This is an optimization exercise on Yosys and OpenROAD, whose aim is small area and a short achievable clock period, not a production implementation.
Function was checked by simulation only, so behaviour that the tests miss may differ from the original.
No activity file was given, so power comes from the tool's default toggle rates.

==> design/flow/design.v <==
  module pri_encoder(
  binary_out ,  
  encoder_in    
  );
  output [3:0] binary_out ;
  input [14:0] encoder_in ; 
  reg [3:0] binary_out ;
  always @ (encoder_in)
  begin
    binary_out = 0;
     if (encoder_in[0] == 1) begin
      binary_out = 4'h0; 
     end else if (encoder_in[1] == 1) begin
      binary_out = 4'h1; 
     end else if (encoder_in[2] == 1) begin
      binary_out = 4'h2; 
     end else if (encoder_in[3] == 1) begin
      binary_out = 4'h3; 
     end else if (encoder_in[4] == 1) begin
      binary_out = 4'h4; 
     end else if (encoder_in[5] == 1) begin
      binary_out = 4'h5; 
     end else if (encoder_in[6] == 1) begin
      binary_out = 4'h6; 
     end else if (encoder_in[7] == 1) begin
      binary_out = 4'h7; 
     end else if (encoder_in[8] == 1) begin
      binary_out = 4'h8; 
     end else if (encoder_in[9] == 1) begin
      binary_out = 4'h9; 
     end else if (encoder_in[10] == 1) begin
      binary_out = 4'ha; 
     end else if (encoder_in[11] == 1) begin
      binary_out = 4'hb; 
     end else if (encoder_in[12] == 1) begin
      binary_out = 4'hc; 
     end else if (encoder_in[13] == 1) begin
      binary_out = 4'hd; 
     end else if (encoder_in[14] == 1) begin
      binary_out = 4'he;
     end
  end
  endmodule
module compare15(compare_input, in0, in1, in2,
 in3, in4, in5,in6, in7, in8, in9, ina, inb,
 inc, ind, ine, match,num_match_low);
  input  [7:0] compare_input;
  input  [7:0] in0, in1, in2, in3, in4, in5, in6, in7,
              in8, in9, ina, inb, inc, ind, ine;  
  output match;  
  output [3:0] num_match_low;
  reg [14:0] num_match_low0,num_match_low1,num_match_low2,num_match_low3,num_match_low4,
             num_match_low5,num_match_low6,num_match_low7,num_match_low8,num_match_low9,
             num_match_low10,num_match_low11,num_match_low12,num_match_low13,num_match_low14;
  reg [14:0] all;				 
  reg match;
  always@(*)begin
        num_match_low0 = 15'b000_0000_0000_0000;
		  num_match_low1 = 15'b000_0000_0000_0000;
		  num_match_low2 = 15'b000_0000_0000_0000;
		  num_match_low3 = 15'b000_0000_0000_0000;
		  num_match_low4 = 15'b000_0000_0000_0000;
		  num_match_low5 = 15'b000_0000_0000_0000;
		  num_match_low6 = 15'b000_0000_0000_0000;
		  num_match_low7 = 15'b000_0000_0000_0000;
		  num_match_low8 = 15'b000_0000_0000_0000;
		  num_match_low9 = 15'b000_0000_0000_0000;
		  num_match_low10 = 15'b000_0000_0000_0000;
		  num_match_low11 = 15'b000_0000_0000_0000;
		  num_match_low12 = 15'b000_0000_0000_0000;
		  num_match_low13 = 15'b000_0000_0000_0000;
		  num_match_low14 = 15'b000_0000_0000_0000;
		  match=0;
        all= 15'b000_0000_0000_0000;
      if(((~(compare_input)^in0))==8'b1111_1111)begin
		  num_match_low0 = 15'b000_0000_0000_0001;
		  match = 1;
		end
		else if((~((compare_input)^in1))==8'b1111_1111)begin
		  num_match_low1 = 15'b000_0000_0000_0010;
		  match = 1; 
		end
		else if(~((compare_input)^in2)==8'b1111_1111)begin
		  num_match_low2 = 15'b000_0000_0000_0100;
		  match = 1; 
		end
		else if(~((compare_input)^in3)==8'b1111_1111)begin
		  num_match_low3 = 15'b000_0000_0000_1000;
		  match = 1; 
		end
		else if(~((compare_input)^in4)==8'b1111_1111)begin
		  num_match_low4 = 15'b000_0000_0001_0000;
		  match = 1; 
		end
		else if(~((compare_input)^in5)==8'b1111_1111)begin
		  num_match_low5 = 15'b000_0000_0010_0000;
		  match = 1; 
		end
		else if(~((compare_input)^in6)==8'b1111_1111)begin
		  num_match_low6 = 15'b000_0000_0100_0000;
		  match = 1; 
		end
		else if(~((compare_input)^in7)==8'b1111_1111)begin
		  num_match_low7 = 15'b000_0000_1000_0000;
		  match = 1; 
		end
		else if(~((compare_input)^in8)==8'b1111_1111)begin
		  num_match_low8 = 15'b000_0001_0000_0000;
		  match = 1; 
		end
		else if(~((compare_input)^in9)==8'b1111_1111)begin
		  num_match_low9 = 15'b000_0010_0000_0000;
		  match = 1; 
		end
		else if(~((compare_input)^ina)==8'b1111_1111)begin
		  num_match_low10 = 15'b000_0100_0000_0000;
		  match = 1; 
		end
		else if(~((compare_input)^inb)==8'b1111_1111)begin
		  num_match_low11 = 15'b000_1000_0000_0000;
		  match = 1; 
		end
		else if(~((compare_input)^inc)==8'b1111_1111)begin
		  num_match_low12 = 15'b001_0000_0000_0000;
		  match = 1; 
		end
		else if(~((compare_input)^ind)==8'b1111_1111)begin
		  num_match_low13 = 15'b010_0000_0000_0000;
		  match = 1; 
		end
		else if(~((compare_input)^ine)==8'b1111_1111)begin
		  num_match_low14 = 15'b100_0000_0000_0000;
		  match = 1; 
		end
		 all = {num_match_low0}+{num_match_low1}+{num_match_low2}+{num_match_low3}+{num_match_low4}+
             {num_match_low5}+{num_match_low6}+{num_match_low7}+{num_match_low8}+{num_match_low9}+
             {num_match_low10}+{num_match_low11}+{num_match_low12}+{num_match_low13}+{num_match_low14};
  end
pri_encoder pri_encoder1(.binary_out(num_match_low), .encoder_in(all));
endmodule
module compare_top(in0, in1, in2, in3, in4, in5, in6, in7, in8, in9, ina, inb, inc, ind, ine,inf, match, num_match_low, num_match_2nd_low);
input  [7:0] in0, in1, in2, in3, in4, in5, in6, in7, in8, in9, ina, inb, inc, ind, ine,inf;
output match;
output  [3:0] num_match_low;
output  [3:0] num_match_2nd_low;
reg  [3:0] num_match_low;
reg  [3:0] num_match_2nd_low;
wire match0,match1,match2,match3,match4,
     match5,match6,match7,match8,match9,
	  match10,match11,match12,match13,match14,match15;
wire [3:0] num_match_low0,num_match_low1,num_match_low2,num_match_low3,num_match_low4 ,
           num_match_low5,num_match_low6,num_match_low7,num_match_low8,num_match_low9,
			  num_match_low10,num_match_low11,num_match_low12,num_match_low13,num_match_low14,num_match_low15;
compare15 comp0(.compare_input(in0), .in0(in1), .in1(in2), .in2(in3), 
               .in3(in4), .in4(in5), .in5(in6), .in6(in7), 
               .in7(in8), .in8(in9), .in9(ina), .ina(inb),
               .inb(inc), .inc(ind), .ind(ine), .ine(inf),  
					.match(match0), .num_match_low(num_match_low0));
compare15 comp1(.compare_input(in1), .in0(in0), .in1(in2), .in2(in3), 
               .in3(in4), .in4(in5), .in5(in6), .in6(in7), 
               .in7(in8), .in8(in9), .in9(ina), .ina(inb),
               .inb(inc), .inc(ind), .ind(ine), .ine(inf),  
					.match(match1), .num_match_low(num_match_low1));
compare15 comp2(.compare_input(in2), .in0(in0), .in1(in1), .in2(in3), 
               .in3(in4), .in4(in5), .in5(in6), .in6(in7), 
               .in7(in8), .in8(in9), .in9(ina), .ina(inb),
               .inb(inc), .inc(ind), .ind(ine), .ine(inf),  
					.match(match2), .num_match_low(num_match_low2));
compare15 comp3(.compare_input(in3), .in0(in0), .in1(in1), .in2(in2), 
               .in3(in4), .in4(in5), .in5(in6), .in6(in7), 
               .in7(in8), .in8(in9), .in9(ina), .ina(inb),
               .inb(inc), .inc(ind), .ind(ine), .ine(inf),  
					.match(match3), .num_match_low(num_match_low3));
compare15 comp4(.compare_input(in4), .in0(in0), .in1(in1), .in2(in2), 
               .in3(in3), .in4(in5), .in5(in6), .in6(in7), 
               .in7(in8), .in8(in9), .in9(ina), .ina(inb),
               .inb(inc), .inc(ind), .ind(ine), .ine(inf),  
					.match(match4), .num_match_low(num_match_low4));
compare15 comp5(.compare_input(in5), .in0(in0), .in1(in1), .in2(in2), 
               .in3(in3), .in4(in4), .in5(in6), .in6(in7), 
               .in7(in8), .in8(in9), .in9(ina), .ina(inb),
               .inb(inc), .inc(ind), .ind(ine), .ine(inf),  
					.match(match5), .num_match_low(num_match_low5));
compare15 comp6(.compare_input(in6), .in0(in0), .in1(in1), .in2(in2), 
               .in3(in3), .in4(in4), .in5(in5), .in6(in7), 
               .in7(in8), .in8(in9), .in9(ina), .ina(inb),
               .inb(inc), .inc(ind), .ind(ine), .ine(inf),  
					.match(match6), .num_match_low(num_match_low6));
compare15 comp7(.compare_input(in7), .in0(in0), .in1(in1), .in2(in2), 
               .in3(in3), .in4(in4), .in5(in5), .in6(in6), 
               .in7(in8), .in8(in9), .in9(ina), .ina(inb),
               .inb(inc), .inc(ind), .ind(ine), .ine(inf),  
					.match(match7), .num_match_low(num_match_low7));
compare15 comp8(.compare_input(in8), .in0(in0), .in1(in1), .in2(in2), 
               .in3(in3), .in4(in4), .in5(in5), .in6(in6), 
               .in7(in7), .in8(in9), .in9(ina), .ina(inb),
               .inb(inc), .inc(ind), .ind(ine), .ine(inf),  
					.match(match8), .num_match_low(num_match_low8));
compare15 comp9(.compare_input(in9), .in0(in0), .in1(in1), .in2(in2), 
               .in3(in3), .in4(in4), .in5(in5), .in6(in6), 
               .in7(in7), .in8(in8), .in9(ina), .ina(inb),
               .inb(inc), .inc(ind), .ind(ine), .ine(inf),  
					.match(match9), .num_match_low(num_match_low9));
compare15 comp10(.compare_input(ina), .in0(in0), .in1(in1), .in2(in2), 
               .in3(in3), .in4(in4), .in5(in5), .in6(in6), 
               .in7(in7), .in8(in8), .in9(in9), .ina(inb),
               .inb(inc), .inc(ind), .ind(ine), .ine(inf),  
					.match(match10), .num_match_low(num_match_low10));
compare15 comp11(.compare_input(inb), .in0(in0), .in1(in1), .in2(in2), 
               .in3(in3), .in4(in4), .in5(in5), .in6(in6), 
               .in7(in7), .in8(in8), .in9(in9), .ina(ina),
               .inb(inc), .inc(ind), .ind(ine), .ine(inf),  
					.match(match11), .num_match_low(num_match_low11));
compare15 comp12(.compare_input(inc), .in0(in0), .in1(in1), .in2(in2), 
               .in3(in3), .in4(in4), .in5(in5), .in6(in6), 
               .in7(in7), .in8(in8), .in9(in9), .ina(ina),
               .inb(inb), .inc(ind), .ind(ine), .ine(inf),  
					.match(match12), .num_match_low(num_match_low12));
compare15 comp13(.compare_input(ind), .in0(in0), .in1(in1), .in2(in2), 
               .in3(in3), .in4(in4), .in5(in5), .in6(in6), 
               .in7(in7), .in8(in8), .in9(in9), .ina(ina),
               .inb(inb), .inc(inc), .ind(ine), .ine(inf),  
					.match(match13), .num_match_low(num_match_low13));
compare15 comp14(.compare_input(ine), .in0(in0), .in1(in1), .in2(in2), 
               .in3(in3), .in4(in4), .in5(in5), .in6(in6), 
               .in7(in7), .in8(in8), .in9(in9), .ina(ina),
               .inb(inb), .inc(inc), .ind(ind), .ine(inf),  
					.match(match14), .num_match_low(num_match_low14));
compare15 comp15( .compare_input(inf), .in0(in0), .in1(in1), .in2(in2), 
               .in3(in3), .in4(in4), .in5(in5), .in6(in6), 
               .in7(in7), .in8(in8), .in9(in9), .ina(ina),
               .inb(inb), .inc(inc), .ind(ind), .ine(ine),  
					.match(match15), .num_match_low(num_match_low15));					
always@(*)begin
 begin:loop
 num_match_low = 4'h0;
 num_match_2nd_low = 4'h0;
 if(match0==1)begin
  num_match_low =4'h0;
  num_match_2nd_low = num_match_low0 + 4'h1;
 end
 else if(match1==1)begin
  num_match_low =4'h1;
  num_match_2nd_low = num_match_low1 + 4'h1;
 end
 else if(match2==1)begin
  num_match_low =4'h2;
  num_match_2nd_low = num_match_low2 + 4'h1;
 end
 else if(match3==1)begin
  num_match_low =4'h3;
  num_match_2nd_low = num_match_low3 + 4'h1;
 end
 else if(match4==1)begin
  num_match_low =4'h4;
  num_match_2nd_low = num_match_low4 + 4'h1;
 end
 else if(match5==1)begin
  num_match_low =4'h5;
  num_match_2nd_low = num_match_low5 + 4'h1;
 end
 else if(match6==1)begin
  num_match_low =4'h6;
  num_match_2nd_low = num_match_low6 + 4'h1;
 end
 else if(match7==1)begin
  num_match_low =4'h7;
  num_match_2nd_low = num_match_low7 + 4'h1;
 end
 else if(match8==1)begin
  num_match_low =4'h8;
  num_match_2nd_low = num_match_low8 + 4'h1;
 end
 else if(match9==1)begin
  num_match_low =4'h9;
  num_match_2nd_low = num_match_low9 + 4'h1;
 end
 else if(match10==1)begin
  num_match_low =4'ha;
  num_match_2nd_low = num_match_low10 + 4'h1;
 end
 else if(match11==1)begin
  num_match_low =4'hb;
  num_match_2nd_low = num_match_low11 + 4'h1;
 end
 else if(match12==1)begin
  num_match_low =4'hc;
  num_match_2nd_low = num_match_low12 + 4'h1;
 end
 else if(match13==1)begin
  num_match_low =4'hd;
  num_match_2nd_low = num_match_low13 + 4'h1;
 end
 else if(match14==1)begin
  num_match_low =4'he;
  num_match_2nd_low = num_match_low14 + 4'h1;
 end
 else if(match15==1)begin
  num_match_low =4'hf;
  num_match_2nd_low = num_match_low15 + 4'h1;
 end
 end 
end
assign match = match0|match1|match2|match3|match4|
               match5|match6|match7|match8|match9|
	            match10|match11|match12|match13|match14|match15;
endmodule
module dup_finder (
    input          clk,
    input  [127:0] in_data,
    output reg     match,
    output reg [3:0] num_match_low,
    output reg [3:0] num_match_2nd_low
);
reg  [127:0] data_q;
wire         match_c;
wire [3:0]   low_c, low2_c;
compare_top cmptp (
    .in0(data_q[7:0]),     .in1(data_q[15:8]),    .in2(data_q[23:16]),
    .in3(data_q[31:24]),   .in4(data_q[39:32]),   .in5(data_q[47:40]),
    .in6(data_q[55:48]),   .in7(data_q[63:56]),   .in8(data_q[71:64]),
    .in9(data_q[79:72]),   .ina(data_q[87:80]),   .inb(data_q[95:88]),
    .inc(data_q[103:96]),  .ind(data_q[111:104]), .ine(data_q[119:112]),
    .inf(data_q[127:120]),
    .match(match_c), .num_match_low(low_c), .num_match_2nd_low(low2_c)
);
always @(posedge clk) begin
    data_q            <= in_data;
    match             <= match_c;
    num_match_low     <= low_c;
    num_match_2nd_low <= low2_c;
end
endmodule
==> design/flow/run.sh <==
#!/bin/bash
# synth_recipe.tcl (not shown) runs the flow's synth.tcl, then flattens the netlist and writes it again
# the make line also repeats each setting of config.mk as NAME=value (left out here)
make -C /OpenROAD-flow-scripts/flow DESIGN_CONFIG=/design/flow/config.mk WORK_HOME=/design/flow/orfs CLKGATE_MAP_FILE= SYNTH_SCRIPT=/design/flow/synth_recipe.tcl finish
==> design/flow/config.mk <==
export PLATFORM = sky130hd
export DESIGN_NAME = dup_finder
export DESIGN_NICKNAME = dup_finder
export VERILOG_FILES = /design/flow/design.v
export SDC_FILE = /design/flow/constraint.sdc
export NUM_CORES = 4
export LEC_CHECK = 0
export CAP_MARGIN = 20
export CORE_MARGIN = 2
export CORE_UTILIZATION = 40
export PLACE_DENSITY = 0.6
export SLEW_MARGIN = 20
==> design/flow/constraint.sdc <==
create_clock -name core_clock -period 5.5 [get_ports {clk}]
set_input_delay 1.1000 -clock core_clock [delete_from_list [all_inputs] [get_ports {clk}]]
set_output_delay 1.1000 -clock core_clock [all_outputs]
set_load 0.01 [all_outputs]
==> run summary, run 1 <==
initial antenna violation count 1; Critical Path RT 5.93 ns; GRT overflow 0; nets@finish 2635; setup TNS 0 ns; Synth area leaders xor2_1 (25%), xnor2_1 (20%), dfxtp_1 (15%); crit path time final 5.08 ns; placed inst area 20800 µm²; Initial Util 0.407; Yosys top cell area share 0.255; vias in the first global route 18.6k; DIE WIDTH 219 µm; critical path endpoint category register; Residual DRC 0; Synth Area per Inst 7.82 µm²; Mapped Cells 2367; HPWL Detailed 78.2 mm; RSZ-0062 raised after global routing no; CTS Buf Count 17; worst setup path start data_q[125]; via count 19.4k; CTS tree built; routed len/inst 32.2 µm; port bufs 137; IO Count 138; layout cell share with drive strength beyond 1 0.114; post-synth cell types 73; Slew Limit Fails 0; crit-path max FO 11; register area share after synthesis 0.148; die area 48000 µm²; clock buffer depth 2; FP Rows 78; Clock Skew 0.0310 ns; status timing/DRC/antenna clean; Worst slew margin 0.129; CTS sink cnt 137; hold path depth 1; pre-CTS WS 0.579 ns; Final Instance Area 21400 µm²; leakage 8.43 nW; EDFF count, synth 0; final worst-path cycle share 0.924; most common cell after layout, fill and taps aside xor2_1; H-Tree Depth 4; Worst-Margin Slew 1.29 ns; Cells after DPL 3071; Total GRT Usage 0.414; Tot Pwr 4.01 mW; drt pass-1 iters 5; Util after Layout 0.470; CTS Hold Bufs 0; Synth area leader xor2_1; Synth async-reset ratio 0; CP Launch Type register; Setup violations, final 0; first-pass GRT wire length 140 mm; Reg clk slew, reported paths 0.07 ns; min-delay src in_data[86]; Max Clock Freq 197 MHz; most frequent cells in the layout xor2_1 (538), xnor2_1 (427), buf_4 (223); drt via density 6.24; Max Cap Violations 0; setup bufs post-CTS 0; hold slack 1.04 ns; initial DRC count 2645; R2R cell count 16; Hold Crit Class input port to register; final hold viol count 0; PD cells 188 nW/µm²; Finished Layout Cells 3104; Routed Antenna Nets 0; CTS root buf clkbuf_16; Resized cells post-CTS 0; largest net degree at the start of global routing 17; DIE HEIGHT 219 µm; syn_nets 2512; Post-Syn Area 18500 µm²; main flop type after synthesis dfxtp_1; core area 45500 µm²; Final Worst Setup Slack 0.416 ns; Critical R2R Launch data_q[125]; FF+latch count, synth 137; Ys Warns 4; GP Congestion 1.05; drt total wl 99.9 mm; maximum vdd drop 0.251 mV; CP arrival 5.51 ns; Setup CP Type register to register; P&R area growth vs syn 15.4%; Clk Latency, worst-skew pair 0.49 ns
## critical path: stages, from the launching register on
cell and delay [ns]:
dfxtp_1 0.90, buf_4 0.31, xor2_1 0.15, nor4_1 0.08, and2_1 0.22, nor4_1 0.46
and2_1 0.25, and3_1 0.31, a22o_1 0.18, a211oi_1 0.07, nor3_1 0.53, ha_1 0.27
xnor2_1 0.12, a21oi_1 0.10, o311a_1 0.39, or4_1 0.55, a22oi_2 0.12
## path summary, 6_finish.rpt
| kind | to | slack, ns |
|---|---|---|
| hold / removal | data_q[86] | 1.04 |
| hold reg to reg | num_match_2nd_low[2] | 1.46 |
| setup reg to reg | num_match_2nd_low[2] | 0.42 |
| setup / recovery | num_match_2nd_low[2] | 0.42 |
## sequential cells by signal, summed over array words and instances (netlist names)
register,cells
match,1
num_match_low,4
num_match_2nd_low,4
data_q,128
## synth_stat cells (4+ instances only)
master	instances
nand4b_1	6
or2_2	8
nor3b_1	5
nand3_1	20
xor2_1	538
a211oi_1	10
o21a_1	8
xnor2_1	427
a31oi_1	15
nand2b_1	4
buf_2	156
clkbuf_1	4
or3_1	7
nand4_1	115
ha_1	16
o22ai_1	5
and2_1	27
o2111ai_1	4
nor3_1	33
nor2_1	140
nor4_1	147
o311ai_0	4
a21boi_0	10
and3_1	10
o31ai_1	9
a21o_1	5
nor2b_1	5
a22o_1	6
o21ai_0	63
and4_1	6
o211ai_1	12
nand3b_1	4
nand2_1	151
dfxtp_1	137
buf_6	15
buf_4	85
a311oi_1	7
inv_1	23
a21oi_1	65
## final cells by class
| class | instances | area [µm²] |
|---|---|---|
| Timing Repair Buffer | 365 | 3150 |
| Antenna cell | 1 | 2.50 |
| Sequential cell | 137 | 2740 |
| Fill cell | 4515 | 24100 |
| Tap cell | 600 | 751 |
| Multi-Input combinational cell | 1946 | 14100 |
| Inverter | 23 | 86.3 |
| Clock buffer | 17 | 425 |
| Clock inverter | 15 | 138 |
## layer usage
| metal | wire length (µm) | track usage | up-vias |
|---|---|---|---|
| met3 | 12000 | 0.129 | 391 |
| met1 | 39400 | 0.521 | 9276 |
| li1 | - | - | 8184 |
| met4 | 7010 | 0.250 | 0 |
| met5 | 0 | 0 | - |
| met2 | 41500 | 0.617 | 1503 |
## power breakdown
| group | switching (mW) | total [mW] | internal (mW) | leakage [nW] |
|---|---|---|---|---|
| sequential | 0.249 | 1.33 | 1.08 | 1.16 |
| clock | 0.522 | 1.11 | 0.591 | 0.271 |
| combinational | 0.831 | 1.57 | 0.738 | 7.00 |
## kinds of logic (layout without fill, tap and decap cells)
kind of cell             Yosys count  count (layout)  synth area share
other                              0               1                 0
adder cells (fa/ha/maj)           16              16            0.0108
flip-flops                       137             137             0.148
XOR/XNOR                         965             965             0.457
AND/OR/NAND/NOR                  713             713             0.205
buffers and inverters            284             420            0.0921
AO/OA/AOI/OAI                    252             252            0.0872
==> inputs of run 2 (changes only) <==
==> design/flow/design.v (replaced) <==
module pri_encoder (
    input  [119:0] ne,
    output         match,
    output [3:0]   num_match_low,
    output [3:0]   num_match_2nd_low
);
reg [15:0] r, c;
reg [16:0] ng;
reg [15:0] pc;
integer i, j;
always @(*) begin
    r = 16'd0;
    for (i = 0; i < 16; i = i + 1)
        for (j = i + 1; j < 16; j = j + 1)
            r[i] = r[i] | ~ne[i*15 - i*(i-1)/2 + (j-i-1)];
    ng[0] = 1'b0;
    for (i = 1; i < 17; i = i + 1)
        ng[i] = ng[i-1] | r[i-1];
    c = 16'd0;
    for (i = 0; i < 16; i = i + 1)
        for (j = i + 1; j < 16; j = j + 1)
            c[j] = c[j] | ~(ng[i] | ne[i*15 - i*(i-1)/2 + (j-i-1)]);
    pc[0] = 1'b0;
    for (j = 1; j < 16; j = j + 1)
        pc[j] = pc[j-1] | c[j-1];
end
assign match = ng[16];
assign num_match_low[3] = ~ng[8] & ng[16];
assign num_match_low[2] = (~ng[4] & ng[8]) | (~ng[12] & ng[16]);
assign num_match_low[1] = (~ng[2] & ng[4]) | (~ng[6] & ng[8]) |
                          (~ng[10] & ng[12]) | (~ng[14] & ng[16]);
assign num_match_low[0] = (~ng[1] & ng[2]) | (~ng[3] & ng[4]) |
                          (~ng[5] & ng[6]) | (~ng[7] & ng[8]) |
                          (~ng[9] & ng[10]) | (~ng[11] & ng[12]) |
                          (~ng[13] & ng[14]) | (~ng[15] & ng[16]);
wire pc16 = match;
assign num_match_2nd_low[3] = ~pc[8] & pc16;
assign num_match_2nd_low[2] = (~pc[4] & pc[8]) | (~pc[12] & pc16);
assign num_match_2nd_low[1] = (~pc[2] & pc[4]) | (~pc[6] & pc[8]) |
                              (~pc[10] & pc[12]) | (~pc[14] & pc16);
assign num_match_2nd_low[0] = (~pc[1] & pc[2]) | (~pc[3] & pc[4]) |
                              (~pc[5] & pc[6]) | (~pc[7] & pc[8]) |
                              (~pc[9] & pc[10]) | (~pc[11] & pc[12]) |
                              (~pc[13] & pc[14]) | (~pc[15] & pc16);
endmodule
module compare15 (
    input  [7:0] a,
    input  [7:0] b,
    output       ne
);
assign ne = (a != b);
endmodule
module compare_top (
    input  [127:0] in_data,
    output [119:0] ne
);
genvar i, j;
generate
    for (i = 0; i < 16; i = i + 1) begin : row
        for (j = i + 1; j < 16; j = j + 1) begin : col
            compare15 c (.a(in_data[8*i +: 8]), .b(in_data[8*j +: 8]),
                         .ne(ne[i*15 - i*(i-1)/2 + (j-i-1)]));
        end
    end
endgenerate
endmodule
module dup_finder (
    input          clk,
    input  [127:0] in_data,
    output reg     match,
    output reg [3:0] num_match_low,
    output reg [3:0] num_match_2nd_low
);
wire [119:0] ne_c;
reg  [119:0] ne_q;
wire         match_c;
wire [3:0]   low_c, low2_c;
compare_top cmptp (.in_data(in_data), .ne(ne_c));
always @(posedge clk)
    ne_q <= ne_c;
pri_encoder prienc (
    .ne(ne_q), .match(match_c), .num_match_low(low_c), .num_match_2nd_low(low2_c)
);
always @(posedge clk) begin
    match             <= match_c;
    num_match_low     <= low_c;
    num_match_2nd_low <= low2_c;
end
endmodule
--- a/design/flow/config.mk
+++ b/design/flow/config.mk
@@ -9,4 +9,6 @@
 export CORE_MARGIN = 2
-export CORE_UTILIZATION = 40
+export CORE_UTILIZATION = 30
 export PLACE_DENSITY = 0.6
+export SETUP_SLACK_MARGIN = 3.2
 export SLEW_MARGIN = 20
+export SYNTH_HIERARCHICAL = 1
==> run 2 against run 1 <==
- still clean
- register-to-register slack gained 2.4 ns
- cell area shrank 17%
- sequential power shrank 26%
- clock power is essentially flat
- largest cell class unchanged
- largest power group unchanged
- highest routed layer is now met5
==> run summary, run 2 <==
status timing/DRC/antenna clean (unchanged); core area 46800 µm² (was 45500 µm²); FP Rows 79 (was 78); Synth Area per Inst 8.59 µm² (was 7.82 µm²); Max Cap Violations 0 (unchanged); Max Clock Freq 374 MHz (was 197 MHz); main flop type after synthesis dfxtp_1 (unchanged); post-synth cell types 47 (was 73); drt pass-1 iters 6 (was 5); syn_nets 1793 (was 2512); most frequent cells in the layout xor2_1 (960), nor4_1 (177), nand2_1 (141) (was xor2_1 (538), xnor2_1 (427), buf_4 (223)); Yosys top cell area share 0.588 (was 0.255); Critical Path RT 5.83 ns (was 5.93 ns); clock buffer depth 2 (unchanged); Reg area 2590 µm² (was 2740 µm²); leakage 7.20 nW (was 8.43 nW); layout cell share with drive strength beyond 1 0.149 (was 0.114); Synth area leaders xor2_1 (59%), dfxtp_1 (18%), nor4_1 (11%) (was xor2_1 (25%), xnor2_1 (20%), dfxtp_1 (15%)); final worst-path cycle share 0.486 (was 0.924); EDFF count, synth 0 (unchanged); critical path endpoint category register (unchanged); Residual DRC 0 (unchanged); Biggest register ne_q (was data_q); DIE HEIGHT 222 µm (was 219 µm); antenna cell count 0 (was 1); Mapped Cells 1664 (was 2367); placed inst area 16400 µm² (was 20800 µm²); Post-synth top cells xor2_1 (960), nor4_1 (244), nand2_1 (142) (was xor2_1 (538), xnor2_1 (427), buf_2 (156)); PD cells 199 nW/µm² (was 188 nW/µm²); top-count cell post-synth xor2_1 (unchanged); IO Count 138 (unchanged); initial DRC count 2076 (was 2645); most common cell after layout, fill and taps aside xor2_1 (unchanged); CP Launch Type register (unchanged); hold slack 0.558 ns (was 1.04 ns); Reg clk slew, reported paths 0.06 ns (was 0.07 ns); Final Instance Area 17800 µm² (was 21400 µm²); drt via density 5.73 (was 6.24); Hold Crit Class register to register (was input port to register); R2R cell count 8 (was 16); Setup CP Type register to register (unchanged); CTS sink cnt 129 (was 137); setup TNS 0 ns (unchanged); Clock Skew 0.00691 ns (was 0.0310 ns); Worst R2R End num_match_2nd_low[2] (unchanged); maximum vdd drop 0.190 mV (was 0.251 mV); CTS root buf clkbuf_16 (unchanged); Worst-Margin Slew 0.782 ns (was 1.29 ns); RSZ-0062 raised after global routing yes (was no); CTS Buf Count 17 (unchanged); initial antenna violation count 2 (was 1); hold path depth 2 (was 1); routed len/inst 25.7 µm (was 32.2 µm); CTS tree built (unchanged); Critical R2R Launch ne_q[33] (was data_q[125]); HPWL Detailed 44.2 mm (was 78.2 mm); Routed Antenna Nets 0 (unchanged); first-pass GRT wire length 91.9 mm (was 140 mm); vias in the first global route 13.3k (was 18.6k); final hold viol count 0 (unchanged); Ys Warns 8 (was 4); footprint of the multi-input gates 12200 µm² (was 14100 µm²); min-delay src ne_q[0] (was in_data[86]); crit-path max FO 7 (was 11); nets@finish 1962 (was 2635); H-Tree Depth 4 (unchanged); GRT overflow 0 (unchanged); Util after Layout 0.380 (was 0.470); Synth async-reset ratio 0 (unchanged); Clk Latency, worst-skew pair 0.44 ns (was 0.49 ns); max reg flops 120 (was 128); CTS Hold Bufs 0 (unchanged); largest net degree at the start of global routing 17 (unchanged); Initial Util 0.306 (was 0.407); Slew Limit Fails 0 (unchanged); R2R setup slack 2.83 ns (was 0.42 ns); port bufs 137 (unchanged); Post-Syn Area 14300 µm² (was 18500 µm²); die area 49400 µm² (was 48000 µm²); FF+latch count, synth 129 (was 137); Synth area leader xor2_1 (unchanged); crit path time final 2.67 ns (was 5.08 ns); register area share after synthesis 0.181 (was 0.148); drt total wl 63.1 mm (was 99.9 mm); DIE WIDTH 222 µm (was 219 µm); hold path endpoint num_match_2nd_low[1] (was data_q[86]); Total GRT Usage 0.248 (was 0.414); P&R area growth vs syn 24.3% (was 15.4%); Worst slew margin 0.474 (was 0.129); filler cell count 4693 (was 4515); via count 14.1k (was 19.4k); GP Congestion 0.967 (was 1.05); biggest regs ne_q x120, num_match_2nd_low x4, num_match_low x4 (was data_q x128, num_match_2nd_low x4, num_match_low x4); Setup violations, final 0 (unchanged); CP arrival 3.00 ns (was 5.51 ns)
==> run 2: metrics by stage <==
| step | total power [mW] | setup WS, ns | instances |
|---|---|---|---|
| 2_1_floorplan | 1.63 | 3.22 | 1664 |
| 3_3_place_gp | 2.28 | 1.97 | 2406 |
| 3_5_place_dp | 2.32 | 1.87 | 2406 |
| 4_1_cts | 3.47 | 2.88 | 2449 |
| 5_1_grt | 3.67 | 2.82 | 2453 |
| 6_report | 3.54 | 2.83 | 2453 |
==> run 2: layer usage <==
metal / up-vias / GRT usage / share of wire
li1: 6086 / - / -
met1: 6871 / 0.345 / 0.42
met2: 971 / 0.395 / 0.44
met3: 134 / 0.0450 / 0.11
met4: 4 / 0.0617 / 0.030
met5: - / 0 / 0.00043
==> run 2: logic make-up after synthesis <==
logic type	after synthesis	share of synthesized area
simple gates	469	0.183
xor+xnor	960	0.588
buf+inv	11	0.00333
flops	129	0.181
compound gates	95	0.0446
==> run 2: repair_timing <==
item                                    in CTS  in global routing
gates cloned                                 0                  0
setup buffers                               11                  4
endpoints found under the setup margin     138                 57
resized for setup                          429                 56
pin swaps                                    8                 10
==> run 2: area by class of cell <==
class / instances / share of cell area
Multi-Input combinational cell: 1524 / 0.688
Sequential cell: 129 / 0.146
Clock buffer: 18 / 0.0241
Timing Repair Buffer: 153 / 0.0895
Tap cell: 607 / 0.0427
Clock inverter: 14 / 0.00816
Inverter: 8 / 0.00169
==> run 2: critical path: stages, from the launching register on <==
cell and delay (ns):
dfxtp_1 0.43, nand4_1 0.14, or4_4 0.57, nand4b_4 0.30
or3_4 0.42, nor4_4 0.28, buf_6 0.17, inv_2 0.04
a32o_1 0.21
==> run 2: modules after synthesis, one instance, submodules excluded, excerpt <==
module | cells | cell area [µm²] | flops+latches | times used
compare15 | 11 | 86.3 | 0 | 120
dup_finder | 129 | 2580 | 129 | 1
pri_encoder | 215 | 1360 | 0 | 1
==> run 2: how the worst max path moves through the flow <==
| stage | from | endpoint | slack, ns | cells after the start |
|---|---|---|---|---|
| floorplan | ne_q[37] | num_match_2nd_low[2] | 3.22 | 7 |
| global placement | in_data[61] | ne_q[87] | 1.97 | 4 |
| detailed placement | in_data[61] | ne_q[87] | 1.87 | 4 |
| CTS | ne_q[41] | num_match_2nd_low[2] | 2.88 | 8 |
| global route | ne_q[41] | num_match_2nd_low[2] | 2.82 | 8 |
| finish | ne_q[33] | num_match_2nd_low[2] | 2.83 | 8 |
==> run 2: power breakdown <==
group          switching [mW]  internal, mW
Sequential             0.0175         0.971
Combinational           0.892         0.518
Clock                   0.504         0.637
==> inputs of run 3 (changes only) <==
--- a/design/flow/design.v
+++ b/design/flow/design.v
@@ -6,11 +6,41 @@
 );
-reg [15:0] r, c;
+function [4:0] lod16(input [15:0] v);
+    reg [7:0] a1, i1;
+    reg [3:0] a2;
+    reg [7:0] i2;
+    reg [1:0] a3;
+    reg [5:0] i3;
+    integer k;
+    begin
+        for (k = 0; k < 8; k = k + 1) begin
+            a1[k] = v[2*k] | v[2*k+1];
+            i1[k] = ~v[2*k];
+        end
+        for (k = 0; k < 4; k = k + 1) begin
+            a2[k] = a1[2*k] | a1[2*k+1];
+            i2[2*k +: 2] = a1[2*k] ? {1'b0, i1[2*k]} : {1'b1, i1[2*k+1]};
+        end
+        for (k = 0; k < 2; k = k + 1) begin
+            a3[k] = a2[2*k] | a2[2*k+1];
+            i3[3*k +: 3] = a2[2*k] ? {1'b0, i2[4*k +: 2]} : {1'b1, i2[4*k+2 +: 2]};
+        end
+        lod16 = {a3[0] | a3[1], a3[0] ? {1'b0, i3[2:0]} : {1'b1, i3[5:3]}};
+    end
+endfunction
+reg [15:0] r;
 reg [16:0] ng;
-reg [15:0] pc;
+reg [3:0]  jrow [0:15];
+reg [3:0]  hi;
+reg [15:0] row;
+reg [4:0]  l;
 integer i, j;
 always @(*) begin
-    r = 16'd0;
-    for (i = 0; i < 16; i = i + 1)
+    for (i = 0; i < 16; i = i + 1) begin
+        row = 16'd0;
         for (j = i + 1; j < 16; j = j + 1)
-            r[i] = r[i] | ~ne[i*15 - i*(i-1)/2 + (j-i-1)];
+            row[j] = ~ne[i*15 - i*(i-1)/2 + (j-i-1)];
+        l = lod16(row);
+        r[i] = l[4];
+        jrow[i] = l[3:0];
+    end
     ng[0] = 1'b0;
@@ -18,9 +48,5 @@
         ng[i] = ng[i-1] | r[i-1];
-    c = 16'd0;
+    hi = 4'd0;
     for (i = 0; i < 16; i = i + 1)
-        for (j = i + 1; j < 16; j = j + 1)
-            c[j] = c[j] | ~(ng[i] | ne[i*15 - i*(i-1)/2 + (j-i-1)]);
-    pc[0] = 1'b0;
-    for (j = 1; j < 16; j = j + 1)
-        pc[j] = pc[j-1] | c[j-1];
+        hi = hi | ({4{r[i] & ~ng[i]}} & jrow[i]);
 end
@@ -35,11 +61,3 @@
                           (~ng[13] & ng[14]) | (~ng[15] & ng[16]);
-wire pc16 = match;
-assign num_match_2nd_low[3] = ~pc[8] & pc16;
-assign num_match_2nd_low[2] = (~pc[4] & pc[8]) | (~pc[12] & pc16);
-assign num_match_2nd_low[1] = (~pc[2] & pc[4]) | (~pc[6] & pc[8]) |
-                              (~pc[10] & pc[12]) | (~pc[14] & pc16);
-assign num_match_2nd_low[0] = (~pc[1] & pc[2]) | (~pc[3] & pc[4]) |
-                              (~pc[5] & pc[6]) | (~pc[7] & pc[8]) |
-                              (~pc[9] & pc[10]) | (~pc[11] & pc[12]) |
-                              (~pc[13] & pc[14]) | (~pc[15] & pc16);
+assign num_match_2nd_low = hi;
 endmodule
==> design/flow/flow/run.sh (new file) <==
#!/bin/bash
# The standard layout (standard.sh), except that the input and output
# ports are buffered with sky130_fd_sc_hd__buf_1 cells, which timing repair
# then sizes as needed, instead of the delay-cell buffers buffer_ports picks
# by default. Every port still gets its own buffer.
set -euo pipefail
export BUFFER_PORTS_ARGS="-buffer_cell sky130_fd_sc_hd__buf_1"
bash standard.sh > standard_make.log 2>&1
==> design/flow/standard.sh (new file) <==
#!/bin/bash
# synth_recipe.tcl (not shown) runs the flow's synth.tcl, then flattens the netlist and writes it again
# the make line also repeats each setting of config.mk as NAME=value (left out here)
make -C /OpenROAD-flow-scripts/flow DESIGN_CONFIG=/design/flow/config.mk WORK_HOME=/design/flow/orfs CLKGATE_MAP_FILE= SYNTH_SCRIPT=/design/flow/synth_recipe.tcl "${@:-finish}"
removed: design/flow/run.sh
==> run 3 against run 2 <==
- via count up 4.4%
- critical endpoint is now ne_q[45]
- largest power group unchanged
- area after synthesis is 0.76% higher
- maximum frequency is 13% higher
- die area is 0.75% higher
- sequential power fell by 0.7%
==> run summary, run 3 <==
status timing/DRC/antenna clean (unchanged); crit path time final 2.37 ns (was 2.67 ns); Critical Path RT 5.78 ns (was 5.83 ns); vias in the first global route 14.1k (was 13.3k); filler cell count 4782 (was 4693); Critical Path Max Stage Delay 0.69 ns (was 0.57 ns); Worst-Margin Slew 0.986 ns (was 0.782 ns); EDFF count, synth 0 (unchanged); most common cell after layout, fill and taps aside xor2_1 (unchanged); CTS Hold Bufs 0 (unchanged); Residual DRC 0 (unchanged); Max Clock Freq 422 MHz (was 374 MHz); Worst R2R End num_match_2nd_low[3] (was num_match_2nd_low[2]); Setup violations, final 0 (unchanged); largest net degree at the start of global routing 17 (unchanged); Clock Skew 0.0180 ns (was 0.00691 ns); initial antenna violation count 2 (unchanged); Reg clk slew, reported paths 0.06 ns (about the same); Yosys top cell area share 0.584 (was 0.588); biggest regs ne_q x120, num_match_2nd_low x4, num_match_low x4 (unchanged); first-pass GRT wire length 93.4 mm (was 91.9 mm); Worst slew margin 0.336 (was 0.474); Ys Warns 9 (was 8); CP arrival 2.65 ns (was 3.00 ns); IO Count 138 (unchanged); Biggest register ne_q (unchanged); CTS Buf Count 17 (unchanged); Mapped Cells 1710 (was 1664); worst path cell trace clkdlybuf4s15_2 -> xor2_1 -> nor4_1 -> nand2_1 (was nand4_1 -> or4_4 -> nand4b_4 -> or3_4 -> nor4_4 -> buf_6 -> inv_2 -> a32o_1); mux share of post-synthesis cell area 0 (unchanged); worst setup path start in_data[26] (was ne_q[33]); PD cells 200 nW/µm² (was 199 nW/µm²); R2R cell count 7 (was 8); Total GRT Usage 0.251 (was 0.248); FP Rows 80 (was 79); clock buffer depth 2 (unchanged); Routed Antenna Nets 0 (unchanged); setup TNS 0 ns (unchanged); CTS tree built (unchanged); post-synth cell types 46 (was 47); via count 14.7k (was 14.1k); Tot Pwr 3.53 mW (was 3.54 mW); Compound-Gate Fraction of Synth Area 0.0388 (was 0.0446); largest family of logic cells by synthesized area XOR/XNOR gates (unchanged); routed len/inst 24.6 µm (was 25.7 µm); Critical R2R Launch ne_q[38] (was ne_q[33]); CTS sink cnt 129 (unchanged); leakage 7.52 nW (was 7.20 nW); DIE HEIGHT 223 µm (was 222 µm); Post-synth top cells xor2_1 (960), nor4_1 (242), nand2_1 (164) (was xor2_1 (960), nor4_1 (244), nand2_1 (142)); critical path buffer and inverter count 1 (was 2); RSZ-0062 raised after global routing yes (unchanged); Synth area leader xor2_1 (unchanged); layout cell share with drive strength beyond 1 0.122 (was 0.149); crit-path max FO 15 (was 7); Clk Latency, worst-skew pair 0.44 ns (about the same); Max Cap Violations 0 (unchanged); Setup CP Type input port to register (was register to register); R2R setup slack 3.21 ns (was 2.83 ns); XOR/XNOR share of the synthesized area 0.584 (was 0.588); most frequent cells in the layout xor2_1 (960), nor4_1 (214), nand2_1 (163) (was xor2_1 (960), nor4_1 (177), nand2_1 (141)); Post-Syn Area 14400 µm² (was 14300 µm²); max reg flops 120 (unchanged); initial DRC count 1574 (was 2076); nets@finish 2105 (was 1962); final worst-path cycle share 0.431 (was 0.486); register area share after synthesis 0.179 (was 0.181); Setup crit end ne_q[45] (was num_match_2nd_low[2]); Synth area leaders xor2_1 (58%), dfxtp_1 (18%), nor4_1 (11%) (was xor2_1 (59%), dfxtp_1 (18%), nor4_1 (11%)); HPWL Detailed 45.0 mm (was 44.2 mm); Synth Area per Inst 8.43 µm² (was 8.59 µm²); GRT overflow 0 (unchanged); P&R area growth vs syn 22.4% (was 24.3%); core area 47500 µm² (was 46800 µm²); FF+latch count, synth 129 (unchanged); CTS root buf clkbuf_16 (unchanged); Util after Layout 0.371 (was 0.380); Post-Synth Simple-Gate Area 0.192 (was 0.183); syn_nets 1839 (was 1793); drt via density 5.64 (was 5.73); Synth async-reset ratio 0 (unchanged); CP max-delay cell nor4_1 (was or4_4); Initial Util 0.303 (was 0.306); hold slack 0.530 ns (was 0.558 ns); drt total wl 64.2 mm (was 63.1 mm); Post-Synth Adder-Cell Area 0 (unchanged); top-count cell post-synth xor2_1 (unchanged); main flop type after synthesis dfxtp_1 (unchanged); critical path endpoint category register (unchanged); port bufs 137 (unchanged); DIE WIDTH 223 µm (was 222 µm); H-Tree Depth 4 (unchanged); GP Congestion 0.946 (was 0.967); Slew Limit Fails 0 (unchanged); critical path depth in cells 4 (was 8); final hold viol count 0 (unchanged); maximum vdd drop 0.202 mV (was 0.190 mV); Crit path max-delay family simple AND/OR/NAND/NOR gates (unchanged); Hold Crit Class register to register (unchanged); drt pass-1 iters 5 (was 6); CP Launch Type input port (was register); die area 49800 µm² (was 49400 µm²)
run 3: cell types whose count changed in the layout (fill, tap and decap cells not counted), sizes merged, moves of 5 or more:
cell	previous run	this run
a21oi	7	12
buf	21	231
clkdlybuf4s15	115	17
dlygate4sd2	9	0
inv	16	21
nand2	142	164
nand2b	5	10
nand3	12	21
nor2b	0	5
run 3: worst min path at each step:
stage	startpoint	endpoint	slack [ns]	cells past startpoint
2_1_floorplan	ne_q[65]	num_match_2nd_low[0]	0.44	2
3_3_place_gp	ne_q[65]	num_match_2nd_low[0]	0.50	2
3_5_place_dp	ne_q[65]	num_match_2nd_low[0]	0.51	2
4_1_cts	ne_q[65]	num_match_2nd_low[0]	0.52	2
5_1_grt	ne_q[114]	num_match_2nd_low[1]	0.56	2
6_report	ne_q[65]	num_match_2nd_low[0]	0.53	2
run 3: layer usage:
metal  share of wire  track usage  vias to the layer above
met1            0.41        0.328                     7131
met5         0.00023            0                        -
met3            0.10       0.0564                      240
met2            0.43        0.394                      915
li1                -            -                     6399
met4           0.057        0.116                        2
run 3: timing repair:
| item | 4_1_cts | 5_1_grt |
|---|---|---|
| setup buffers | 8 | 3 |
| gates resized for setup | 79 | 36 |
| setup endpoints to repair | 70 | 24 |
| pin swaps | 8 | 8 |
| gates cloned | 0 | 0 |
run 3: per-stage QoR:
stage	cells	instance area [µm²]	worst slack (ns)
after CTS	2600	17400	3.12
after floorplan	1710	14400	3.45
final	2604	17600	3.13
after global routing	2604	17600	3.13
after global placement	2559	16400	2.29
after detailed placement	2561	16500	2.37
run 3: logic make-up (layout without fill, tap and decap cells):
group,count (synthesis),count (layout)
AO/OA/AOI/OAI,88,88
XOR/XNOR,960,960
buffers and inverters,23,301
flip-flops,129,129
other,0,1
AND/OR/NAND/NOR,510,510
run 3: final cells by class:
cell class,instances,area (µm²),share of cell area
flip-flops and latches,129,2610,0.148
clock buffers,22,484,0.0275
multi-input cells,1558,12100,0.684
diodes,1,2.50,0.000142
clock inverters,9,106,0.00603
repair buffers,249,1530,0.0865
well taps,615,769,0.0436
inverters,21,78.8,0.00447
run 3: Yosys stat by module, one instance, submodules excluded, excerpt:
| module | times used | cells |
|---|---|---|
| compare15 | 120 | 11 |
| dup_finder | 1 | 129 |
| pri_encoder | 1 | 261 |
run 3: worst min-delay path, cell delays in order, from the launching register on:
cell	delay, ns
dfxtp_1	0.35
a211oi_1	0.08
nand3_1	0.07
run 3: report_power, final:
group | switching (mW) | total [mW] | internal (mW)
sequential | 0.0139 | 0.982 | 0.968
combinational | 0.895 | 1.38 | 0.489
clock | 0.452 | 1.16 | 0.711
total | 1.36 | 3.53 | 2.17
==> inputs of run 4 (changes only) <==
--- a/design/flow/design.v
+++ b/design/flow/design.v
@@ -1,3 +1,4 @@
 module pri_encoder (
-    input  [119:0] ne,
+    input  [119:0] eq,
+    input  [14:0]  any,
     output         match,
@@ -40,7 +41,7 @@
         for (j = i + 1; j < 16; j = j + 1)
-            row[j] = ~ne[i*15 - i*(i-1)/2 + (j-i-1)];
+            row[j] = eq[i*15 - i*(i-1)/2 + (j-i-1)];
         l = lod16(row);
-        r[i] = l[4];
         jrow[i] = l[3:0];
     end
+    r = {1'b0, any};
     ng[0] = 1'b0;
@@ -66,5 +67,5 @@
     input  [7:0] b,
-    output       ne
+    output       eq
 );
-assign ne = (a != b);
+assign eq = (a == b);
 endmodule
@@ -72,3 +73,4 @@
     input  [127:0] in_data,
-    output [119:0] ne
+    output [119:0] eq,
+    output [14:0]  any
 );
@@ -79,3 +81,6 @@
             compare15 c (.a(in_data[8*i +: 8]), .b(in_data[8*j +: 8]),
-                         .ne(ne[i*15 - i*(i-1)/2 + (j-i-1)]));
+                         .eq(eq[i*15 - i*(i-1)/2 + (j-i-1)]));
+        end
+        if (i < 15) begin : rany
+            assign any[i] = |eq[i*15 - i*(i-1)/2 +: 15 - i];
         end
@@ -91,11 +96,16 @@
 );
-wire [119:0] ne_c;
-reg  [119:0] ne_q;
+wire [119:0] eq_c;
+wire [14:0]  any_c;
+reg  [119:0] eq_q;
+reg  [14:0]  any_q;
 wire         match_c;
 wire [3:0]   low_c, low2_c;
-compare_top cmptp (.in_data(in_data), .ne(ne_c));
-always @(posedge clk)
-    ne_q <= ne_c;
+compare_top cmptp (.in_data(in_data), .eq(eq_c), .any(any_c));
+always @(posedge clk) begin
+    eq_q  <= eq_c;
+    any_q <= any_c;
+end
 pri_encoder prienc (
-    .ne(ne_q), .match(match_c), .num_match_low(low_c), .num_match_2nd_low(low2_c)
+    .eq(eq_q), .any(any_q),
+    .match(match_c), .num_match_low(low_c), .num_match_2nd_low(low2_c)
 );
--- a/design/flow/config.mk
+++ b/design/flow/config.mk
@@ -11,3 +11,3 @@
 export PLACE_DENSITY = 0.6
-export SETUP_SLACK_MARGIN = 3.2
+export SETUP_SLACK_MARGIN = 3.4
 export SLEW_MARGIN = 20
==> run 4 against run 3 <==
- worst setup slack better by 0.23 ns
- core utilization grew 1.5 points
- sequential share of layout area down 0.79 points
- synthesized cell count rose by 1.5%
- critical endpoint is now any_q[0]
- largest cell class unchanged
==> run summary, run 4 <==
status timing/DRC/antenna clean (unchanged); CTS root buf clkbuf_16 (unchanged); Max Cap Violations 0 (unchanged); HPWL Detailed 45.3 mm (was 45.0 mm); RSZ-0062 raised after global routing yes (unchanged); via count 14.9k (was 14.7k); antenna cell count 0 (was 1); Clk Latency, worst-skew pair 0.42 ns (was 0.44 ns); core area 47800 µm² (was 47500 µm²); Biggest register eq_q (was ne_q); nets@finish 2187 (was 2105); Setup violations, final 0 (unchanged); most common cell after layout, fill and taps aside xnor2_1 (was xor2_1); Ys Warns 9 (unchanged); IO Count 138 (unchanged); CTS tree built (unchanged); layout cell share with drive strength beyond 1 0.125 (was 0.122); final hold viol count 0 (unchanged); initial antenna violation count 0 (was 2); pre-CTS WS 2.19 ns (was 2.37 ns); P&R area growth vs syn 26.6% (was 22.4%); crit-path max FO 15 (unchanged); DIE WIDTH 224 µm (was 223 µm); worst path cell trace buf_1 -> buf_4 -> xnor2_1 -> nand4_1 -> nor2_1 -> nor4_1 -> nand4_1 (was clkdlybuf4s15_2 -> xor2_1 -> nor4_1 -> nand2_1); CP Launch Type input port (unchanged); drt pass-1 iters 5 (unchanged); largest net degree at the start of global routing 17 (unchanged); Critical Path Max Stage Delay 0.38 ns (was 0.69 ns); vias in the first global route 13.7k (was 14.1k); CTS Buf Count 17 (unchanged); biggest regs eq_q x105, any_q x15 (was ne_q x120, num_match_2nd_low x4, num_match_low x4); GRT overflow 0 (unchanged); first-pass GRT wire length 91.6 mm (was 93.4 mm); PD cells 201 nW/µm² (was 200 nW/µm²); port bufs 137 (unchanged); routed len/inst 23.3 µm (was 24.6 µm); DIE HEIGHT 224 µm (was 223 µm); die area 50300 µm² (was 49800 µm²); GP Congestion 0.992 (was 0.946); clock buffer depth 2 (unchanged); Clock Skew 0.00952 ns (was 0.0180 ns); leakage 5.40 nW (was 7.52 nW); maximum vdd drop 0.202 mV (about the same); CTS Hold Bufs 0 (unchanged); setup TNS 0 ns (unchanged); final worst-path cycle share 0.389 (was 0.431); Slew Limit Fails 0 (unchanged); Util after Layout 0.386 (was 0.371); Synth Area per Inst 8.39 µm² (was 8.43 µm²); most frequent cells in the layout xnor2_1 (960), nand4_1 (246), nor2_1 (161) (was xor2_1 (960), nor4_1 (214), nand2_1 (163)); CTS sink cnt 129 (unchanged); Hold Crit Class register to register (unchanged); drt via density 5.56 (was 5.64); FP Rows 80 (unchanged); CP max-delay cell nor2_1 (was nor4_1); Total GRT Usage 0.241 (was 0.251); Routed Antenna Nets 0 (unchanged); syn_nets 1865 (was 1839); Max Clock Freq 468 MHz (was 422 MHz); Tot Pwr 3.71 mW (was 3.53 mW); Reg clk slew, reported paths 0.06 ns (about the same); Worst-Margin Slew 0.673 ns (was 0.986 ns); max reg flops 105 (was 120); most frequent CP cell nand4_1; initial DRC count 1849 (was 1574); critical path endpoint category register (unchanged); CP arrival 2.49 ns (was 2.65 ns); H-Tree Depth 4 (unchanged); Setup CP Type input port to register (unchanged); Mapped Cells 1736 (was 1710); crit path time final 2.14 ns (was 2.37 ns); Worst slew margin 0.548 (was 0.336); Initial Util 0.304 (was 0.303); Critical Path RT 5.86 ns (was 5.78 ns); hold slack 0.604 ns (was 0.530 ns); drt total wl 62.5 mm (was 64.2 mm); Post-Syn Area 14600 µm² (was 14400 µm²); Final Worst Setup Slack 3.36 ns (was 3.13 ns); Residual DRC 0 (unchanged)
run 4: area by class of cell:
class | count | area [µm²]
clock buffer | 18 | 439
sequential | 129 | 2580
timing repair buffer | 306 | 2450
tap | 615 | 769
inverter | 28 | 105
fill | 4837 | 29400
clock inverter | 13 | 161
multi-input combinational | 1576 | 11900
run 4: layer usage:
| layer | track usage | routed length (µm) |
|---|---|---|
| met5 | 0 | 0 |
| met4 | 0.0805 | 2680 |
| met3 | 0.0370 | 6070 |
| met2 | 0.389 | 28100 |
| met1 | 0.328 | 25600 |
run 4: worst paths after layout:
check	startpoint	to	slack, ns	cells after the start
setup / recovery	in_data[7]	any_q[0]	3.36	7
hold / removal	any_q[14]	match	0.60	2
setup reg to reg	any_q[2]	num_match_2nd_low[2]	3.48	6
hold reg to reg	any_q[14]	match	0.60	2
run 4: worst max-delay path, delay by kind of cell:
| kind | cells | cell delay (ns) |
|---|---|---|
| buf+inv | 2 | 0.37 |
| xor+xnor | 1 | 0.19 |
| simple gates | 4 | 0.82 |
run 4: timing repair:
action	4_1_cts	5_1_grt
pin swaps	0	19
cloned	0	2
setup endpoints to repair	75	15
setup buffers	0	60
resized for setup	108	162
run 4: through the flow:
stage	std cells	area, µm²
global route	2685	18400
detailed placement	2592	16600
CTS	2623	17300
global placement	2592	16600
floorplan	1736	14600
finish	2685	18400
run 4: power by group:
| group | switching, mW | internal (mW) | total (mW) |
|---|---|---|---|
| registers | 0.0299 | 0.976 | 1.01 |
| logic | 0.849 | 0.696 | 1.54 |
| clock network | 0.434 | 0.723 | 1.16 |
| total | 1.31 | 2.40 | 3.71 |
==> inputs of run 5 (changes only) <==
--- a/design/flow/config.mk
+++ b/design/flow/config.mk
@@ -10,2 +10,3 @@
 export CORE_UTILIZATION = 30
+export CTS_BUF_LIST = sky130_fd_sc_hd__clkbuf_8
 export PLACE_DENSITY = 0.6
==> run 5 against run 4 <==
- clock skew rose by 0.0038 ns
- sequential power barely moved
- register-to-register slack improved by 0.02 ns
- cell area fell by 4.5%
- routed wire length fell by 1.7%
- core utilization fell by 1.7 points
- non-clock buffer count fell by 54
- critical path type unchanged
- critical endpoint unchanged
- highest routed layer is now met5
==> run summary, run 5 <==
status timing/DRC/antenna clean (unchanged); final hold viol count 0 (unchanged); leakage 4.98 nW (was 5.40 nW); Max Clock Freq 479 MHz (was 468 MHz); Biggest register eq_q (unchanged); Synth Area per Inst 8.39 µm² (unchanged); initial antenna violation count 1 (was 0); setup TNS 0 ns (unchanged); Combinational Power Share 0.446 (was 0.417); Clk Latency, worst-skew pair 0.45 ns (was 0.42 ns); layout cell share with drive strength beyond 1 0.0987 (was 0.125); most frequent cells in the layout xnor2_1 (960), nand4_1 (246), nor2_1 (167) (was xnor2_1 (960), nand4_1 (246), nor2_1 (161)); Setup CP Type input port to register (unchanged); initial DRC count 1715 (was 1849); Sw Share 0.375 (was 0.354); die area 50300 µm² (unchanged); Max Cap Violations 0 (unchanged); Critical R2R Launch eq_q[16] (was any_q[2]); Worst slew margin 0.506 (was 0.548); critical path endpoint category register (unchanged); core area 47800 µm² (unchanged); GP Congestion 0.992 (unchanged); Clock Skew 0.0133 ns (was 0.00952 ns); most common cell after layout, fill and taps aside xnor2_1 (unchanged); Total GRT Usage 0.240 (was 0.241); pre-CTS WS 2.19 ns (unchanged); crit-path max FO 15 (unchanged); largest net degree at the start of global routing 17 (unchanged); IO Count 138 (unchanged); Cells after DPL 2592 (unchanged); final worst-path cycle share 0.380 (was 0.389); Routed Antenna Nets 0 (unchanged); H-Tree Depth 4 (unchanged); via count 14.5k (was 14.9k); CTS root buf clkbuf_8 (was clkbuf_16); syn_nets 1865 (unchanged); hold path depth 2 (unchanged); CP Launch Type input port (unchanged); biggest regs eq_q x105, any_q x15 (unchanged); PD cells 190 nW/µm² (was 201 nW/µm²); Net Sw Power 1.25 mW (was 1.31 mW); Slew Limit Fails 0 (unchanged); first-pass GRT wire length 91.3 mm (was 91.6 mm); Worst-Margin Slew 0.730 ns (was 0.673 ns); max reg flops 105 (unchanged); Final Worst Setup Slack 3.41 ns (was 3.36 ns); HPWL Detailed 45.3 mm (unchanged); busiest grt layer met2 (unchanged); Sequential Power Share 0.300 (was 0.271); Hold Crit Class register to register (unchanged); CP arrival 2.47 ns (was 2.49 ns); met3 Use GR 0.0392 (was 0.0370); Setup violations, final 0 (unchanged); RSZ-0062 raised after global routing yes (unchanged); met1 usage 0.327 (was 0.328); crit path time final 2.09 ns (was 2.14 ns); maximum vdd drop 0.131 mV (was 0.202 mV); Ys Warns 9 (unchanged); GRT overflow 0 (unchanged); Worst R2R End num_match_2nd_low[2] (unchanged); CTS Hold Bufs 0 (unchanged); Critical Path RT 5.88 ns (was 5.86 ns); R2R setup slack 3.50 ns (was 3.48 ns); Residual DRC 0 (unchanged); Pint 2.09 mW (was 2.40 mW); Initial Util 0.304 (unchanged); drt total wl 61.4 mm (was 62.5 mm); antenna cell count 0 (unchanged); CTS sink cnt 129 (unchanged); DIE HEIGHT 224 µm (unchanged); clock buffer depth 2 (unchanged); drt via density 5.52 (was 5.56); drt pass-1 iters 5 (unchanged); filler cell count 4909 (was 4837); Mapped Cells 1736 (unchanged); Reg area 2580 µm² (unchanged); CTS Buf Count 17 (unchanged); Post-Syn Area 14600 µm² (unchanged); Reg clk slew, reported paths 0.07 ns (was 0.06 ns); FP Rows 80 (unchanged); P&R area growth vs syn 20.9% (was 26.6%); nets@finish 2133 (was 2187); CTS tree built (unchanged); hold slack 0.608 ns (was 0.604 ns); footprint of the multi-input gates 11900 µm² (about the same); min-delay src any_q[14] (unchanged); vias in the first global route 13.7k (about the same); Finished Layout Cells 2631 (was 2685); hold path endpoint match (unchanged); clock share of power 0.253 (was 0.312); routed len/inst 23.3 µm (about the same); DIE WIDTH 224 µm (unchanged); R2R cell count 6 (unchanged); GR Layer Usage met2 0.386 (was 0.389); port bufs 137 (unchanged)
run 5: cell types whose count changed in the layout (fill, tap and decap cells not counted), moves of 2 or more:
cell       delta
clkbuf_16    -19
nor4_1        +2
buf_12        -7
clkbuf_2      +4
clkbuf_8     +17
nor2_2        -6
buf_2         +2
nor2_1        +6
buf_4        -33
nor4_2        -2
buf_8         -4
buf_6        -13
run 5: area by class of cell:
class,count,area share
Timing Repair Buffer,252,0.104
Multi-Input combinational cell,1576,0.676
Sequential cell,129,0.147
Clock inverter,13,0.00916
Inverter,28,0.00597
Clock buffer,18,0.0141
Tap cell,615,0.0437
run 5: worst max-delay path, stage by stage:
cell and delay [ns]:
buf_1 0.06, buf_4 0.32, xnor2_1 0.19, nand4_1 0.25, nor2_1 0.37, nor4_1 0.09, nand4_1 0.08
run 5: power by group through the flow:
stage	logic [mW]	registers [mW]	clock network (mW)
after floorplan	0.781	1.03	0
after CTS	1.43	1.01	0.860
after global routing	1.58	1.01	0.900
after global placement	1.37	1.03	0
final	1.49	1.01	0.848
after detailed placement	1.42	1.03	0
run 5: worst max-delay path by stage:
stage,start,to,depth (start not counted)
floorplan,in_data[91],any_q[11],4
global placement,in_data[85],any_q[1],6
detailed placement,in_data[85],any_q[1],6
CTS,in_data[28],any_q[1],7
global route,in_data[29],any_q[1],7
finish,in_data[7],any_q[0],7
run 5: repair_timing:
action	4_1_cts	5_1_grt
setup buffers	0	8
pin swaps	0	7
hold endpoints to repair	0	0
resized for setup	104	108
endpoints found under the setup margin	73	16
run 5: per-stage QoR:
| step | total power [mW] | util | instance area [µm²] |
|---|---|---|---|
| global route | 3.50 | 0.368 | 17600 |
| CTS | 3.30 | 0.358 | 17100 |
| floorplan | 1.81 | - | 14600 |
| detailed placement | 2.45 | 0.348 | 16600 |
| finish | 3.35 | 0.368 | 17600 |
| global placement | 2.41 | 0.348 | 16600 |
run 5: layer usage:
metal | up-vias | wire length [µm]
met5 | - | 18
met4 | 2 | 2570
met3 | 151 | 5520
met2 | 756 | 27600
met1 | 7109 | 25700
li1 | 6505 | -
==> inputs of run 6 (changes only) <==
--- a/design/flow/design.v
+++ b/design/flow/design.v
@@ -1,3 +1,3 @@
 module pri_encoder (
-    input  [119:0] eq,
+    input  [104:0] eq,
     input  [14:0]  any,
@@ -40,4 +40,5 @@
         row = 16'd0;
-        for (j = i + 1; j < 16; j = j + 1)
-            row[j] = eq[i*15 - i*(i-1)/2 + (j-i-1)];
+        for (j = i + 1; j < 15; j = j + 1)
+            row[j] = eq[i*14 - i*(i-1)/2 + (j-i-1)];
+        row[15] = 1'b1;
         l = lod16(row);
@@ -98,3 +99,3 @@
 wire [14:0]  any_c;
-reg  [119:0] eq_q;
+reg  [104:0] eq_q;
 reg  [14:0]  any_q;
@@ -103,6 +104,13 @@
 compare_top cmptp (.in_data(in_data), .eq(eq_c), .any(any_c));
-always @(posedge clk) begin
-    eq_q  <= eq_c;
+genvar i, j;
+generate
+    for (i = 0; i < 14; i = i + 1) begin : row
+        for (j = i + 1; j < 15; j = j + 1) begin : col
+            always @(posedge clk)
+                eq_q[i*14 - i*(i-1)/2 + (j-i-1)] <= eq_c[i*15 - i*(i-1)/2 + (j-i-1)];
+        end
+    end
+endgenerate
+always @(posedge clk)
     any_q <= any_c;
-end
 pri_encoder prienc (
==> design/flow/flow/run.sh (replaced) <==
#!/bin/bash
# The standard layout (standard.sh), except that the input and output
# ports are buffered with sky130_fd_sc_hd__buf_4 cells instead of the
# delay-cell buffers buffer_ports picks by default: each input drives
# fifteen comparators, and a stronger port buffer leaves timing repair less
# to do. Every port still gets its own buffer.
set -euo pipefail
export BUFFER_PORTS_ARGS="-buffer_cell sky130_fd_sc_hd__buf_4"
bash standard.sh > standard_make.log 2>&1
--- a/design/flow/config.mk
+++ b/design/flow/config.mk
@@ -11,2 +11,3 @@
 export CTS_BUF_LIST = sky130_fd_sc_hd__clkbuf_8
+export GPL_TIMING_DRIVEN = 0
 export PLACE_DENSITY = 0.6
==> run 6 against run 5 <==
- final cell count fell by 4.2%
- critical path depth fell by 1
- clock skew barely moved
- combinational power fell by 3%
- maximum frequency rose by 1.4%
- sequential cell count did not move
- routed wire length fell by 3.6%
- clock-buffer cell count did not move
- largest cell class unchanged
- largest power group unchanged
- highest routed layer unchanged
==> run summary, run 6 <==
most frequent CP cell nand4_1 (unchanged); CTS tree built (unchanged); worst path cell trace buf_4 -> xnor2_1 -> nand4_1 -> nor2_1 -> nor4_1 -> nand4_1 (was buf_1 -> buf_4 -> xnor2_1 -> nand4_1 -> nor2_1 -> nor4_1 -> nand4_1); Synth Area per Inst 8.39 µm² (unchanged); IO Count 138 (unchanged); crit path time final 2.06 ns (was 2.09 ns); Clock Skew 0.0135 ns (was 0.0133 ns); hold path endpoint match (unchanged); Worst-Margin Slew 0.663 ns (was 0.730 ns); most frequent cells in the layout xnor2_1 (960), nand4_1 (246), nor2_1 (167) (unchanged); R2R setup slack 3.47 ns (was 3.50 ns); H-Tree Depth 4 (unchanged); filler cell count 4967 (was 4909); critical path buffer and inverter count 1 (was 2); setup TNS 0 ns (unchanged); initial DRC count 1346 (was 1715); Total GRT Usage 0.231 (was 0.240); drt pass-1 iters 5 (unchanged); core area 47800 µm² (unchanged); status timing/DRC/antenna clean (unchanged); Combinational Power Share 0.458 (was 0.446); final hold viol count 0 (unchanged); syn_nets 1865 (unchanged); Worst slew margin 0.551 (was 0.506); drt via density 5.51 (was 5.52); Critical Path Max Stage Delay 0.32 ns (was 0.37 ns); routed len/inst 23.5 µm (was 23.3 µm); via count 13.9k (was 14.5k); final worst-path cycle share 0.375 (was 0.380); Sequential Power Share 0.315 (was 0.300); leakage 4.68 nW (was 4.98 nW); Hold Crit Class register to register (unchanged); Worst R2R End num_match_2nd_low[1] (was num_match_2nd_low[2]); CP max-delay cell nor4_1 (was nor2_1); Setup CP Type input port to register (unchanged); HPWL Detailed 44.0 mm (was 45.3 mm); max reg flops 105 (unchanged); P&R area growth vs syn 15.4% (was 20.9%); Max Clock Freq 485 MHz (was 479 MHz); R2R cell count 6 (unchanged); crit-path max FO 15 (unchanged); Critical R2R Launch any_q[1] (was eq_q[16]); antenna cell count 0 (unchanged); Critical Path RT 5.75 ns (was 5.88 ns); Setup violations, final 0 (unchanged); CTS Buf Count 17 (unchanged); Crit path max-delay family simple AND/OR/NAND/NOR gates (unchanged); Initial Util 0.304 (unchanged); Reg clk slew, reported paths 0.08 ns (was 0.07 ns); port bufs 137 (unchanged); Sw Share 0.379 (was 0.375); CP Launch Type input port (unchanged); nets@finish 2024 (was 2133); clock share of power 0.227 (was 0.253); CTS Hold Bufs 0 (unchanged); first-pass GRT wire length 87.1 mm (was 91.3 mm); PD cells 189 nW/µm² (was 190 nW/µm²); GP Congestion 0.926 (was 0.992); FP Rows 80 (unchanged); initial antenna violation count 1 (unchanged); Mapped Cells 1736 (unchanged); maximum vdd drop 0.152 mV (was 0.131 mV); layout cell share with drive strength beyond 1 0.0997 (was 0.0987); die area 50300 µm² (unchanged); Ys Warns 9 (unchanged); largest net degree at the start of global routing 17 (unchanged); Pint 1.97 mW (was 2.09 mW); GRT overflow 0 (unchanged); RSZ-0062 raised after global routing yes (unchanged); CTS root buf clkbuf_8 (unchanged); Post-Syn Area 14600 µm² (unchanged)
==> run 6: layer usage <==
| layer | wire length (µm) | part of all wire | global-route usage | up-vias |
|---|---|---|---|---|
| met3 | 4290 | 0.072 | 0.0291 | 141 |
| met4 | 2380 | 0.040 | 0.0822 | 2 |
| met1 | 25300 | 0.43 | 0.307 | 6806 |
| met2 | 27200 | 0.46 | 0.383 | 650 |
| met5 | 12 | 0.00020 | 0 | - |
| li1 | - | - | - | 6290 |
==> run 6: stage by stage <==
| step | power, mW | cell area [µm²] | worst slack [ns] | cells | util |
|---|---|---|---|---|---|
| after floorplan | 1.81 | 14600 | 3.55 | 1736 | - |
| final | 3.17 | 16800 | 3.44 | 2521 | 0.351 |
| after global placement | 2.41 | 16400 | 2.97 | 2488 | 0.342 |
| after CTS | 3.16 | 16700 | 3.39 | 2518 | 0.350 |
| after detailed placement | 2.45 | 16400 | 2.93 | 2488 | 0.342 |
| after global routing | 3.33 | 16800 | 3.34 | 2521 | 0.351 |
==> run 6: worst max-delay path by stage <==
stage,end,slack [ns],cells after the start
final,any_q[1],3.44,6
after global routing,num_match_2nd_low[1],3.34,7
after CTS,num_match_2nd_low[1],3.39,6
after detailed placement,any_q[1],2.93,6
after global placement,any_q[3],2.97,6
after floorplan,any_q[11],3.55,4
==> run 6: final cells by class <==
cell class                      count  area, µm²  area share
Timing Repair Buffer              140       1100      0.0652
Clock inverter                     12       95.1     0.00566
Sequential cell                   129       2580       0.154
Multi-Input combinational cell   1576      11900       0.708
Inverter                           28        105     0.00625
Clock buffer                       18        248      0.0147
Buffer                              3       11.3    0.000670
Tap cell                          615        769      0.0458
==> run 6: what timing repair did <==
| action | 4_1_cts | 5_1_grt |
|---|---|---|
| pin swaps | 0 | 5 |
| gates resized for setup | 2 | 16 |
| buffers inserted | 0 | 3 |
| setup endpoints to repair | 2 | 6 |
==> run 6: power groups by stage <==
stage	sequential, mW	combinational, mW	clock [mW]
after floorplan	1.03	0.781	0
after global placement	1.02	1.38	0
after detailed placement	1.02	1.43	0
final	1.00	1.45	0.719
after CTS	1.00	1.43	0.729
after global routing	1.00	1.55	0.773
==> run 6: worst reg2reg max path: cells and delay by family, from the launching register on <==
family | cells | cell delay, ns
AOI/OAI and AO/OA | 1 | 0.11
and+or+nand+nor | 5 | 1.46
DFF | 1 | 0.40

[what the ideal ports hide]
The results above use ideal ports. As a check the final layouts listed here were re-extracted and re-timed, cells and wires unchanged.
Step 1 assumes that a clkbuf_16 drives the clock port and a buf_2 every other input.
Step 2 also shifts input and output timing later by t, the mid clock arrival at the registers, as if the neighbouring blocks saw the same clock.
a / b / c = ideal / step 1 / step 2; a / b = the first two.
run	shift t [ns]	slack for setup (ns)
run 1	0.540	0.416 / 0.416 / 0.416
run 2	0.483	2.829 / 2.829 / 2.656
run 3	0.486	3.128 / 3.151 / 2.665
run 4	0.468	3.362 / 3.392 / 2.924
run 5	0.488	3.411 / 3.403 / 2.945
run 6	0.490	3.439 / 3.436 / 2.963
After both steps setup and hold are still met in every run listed.
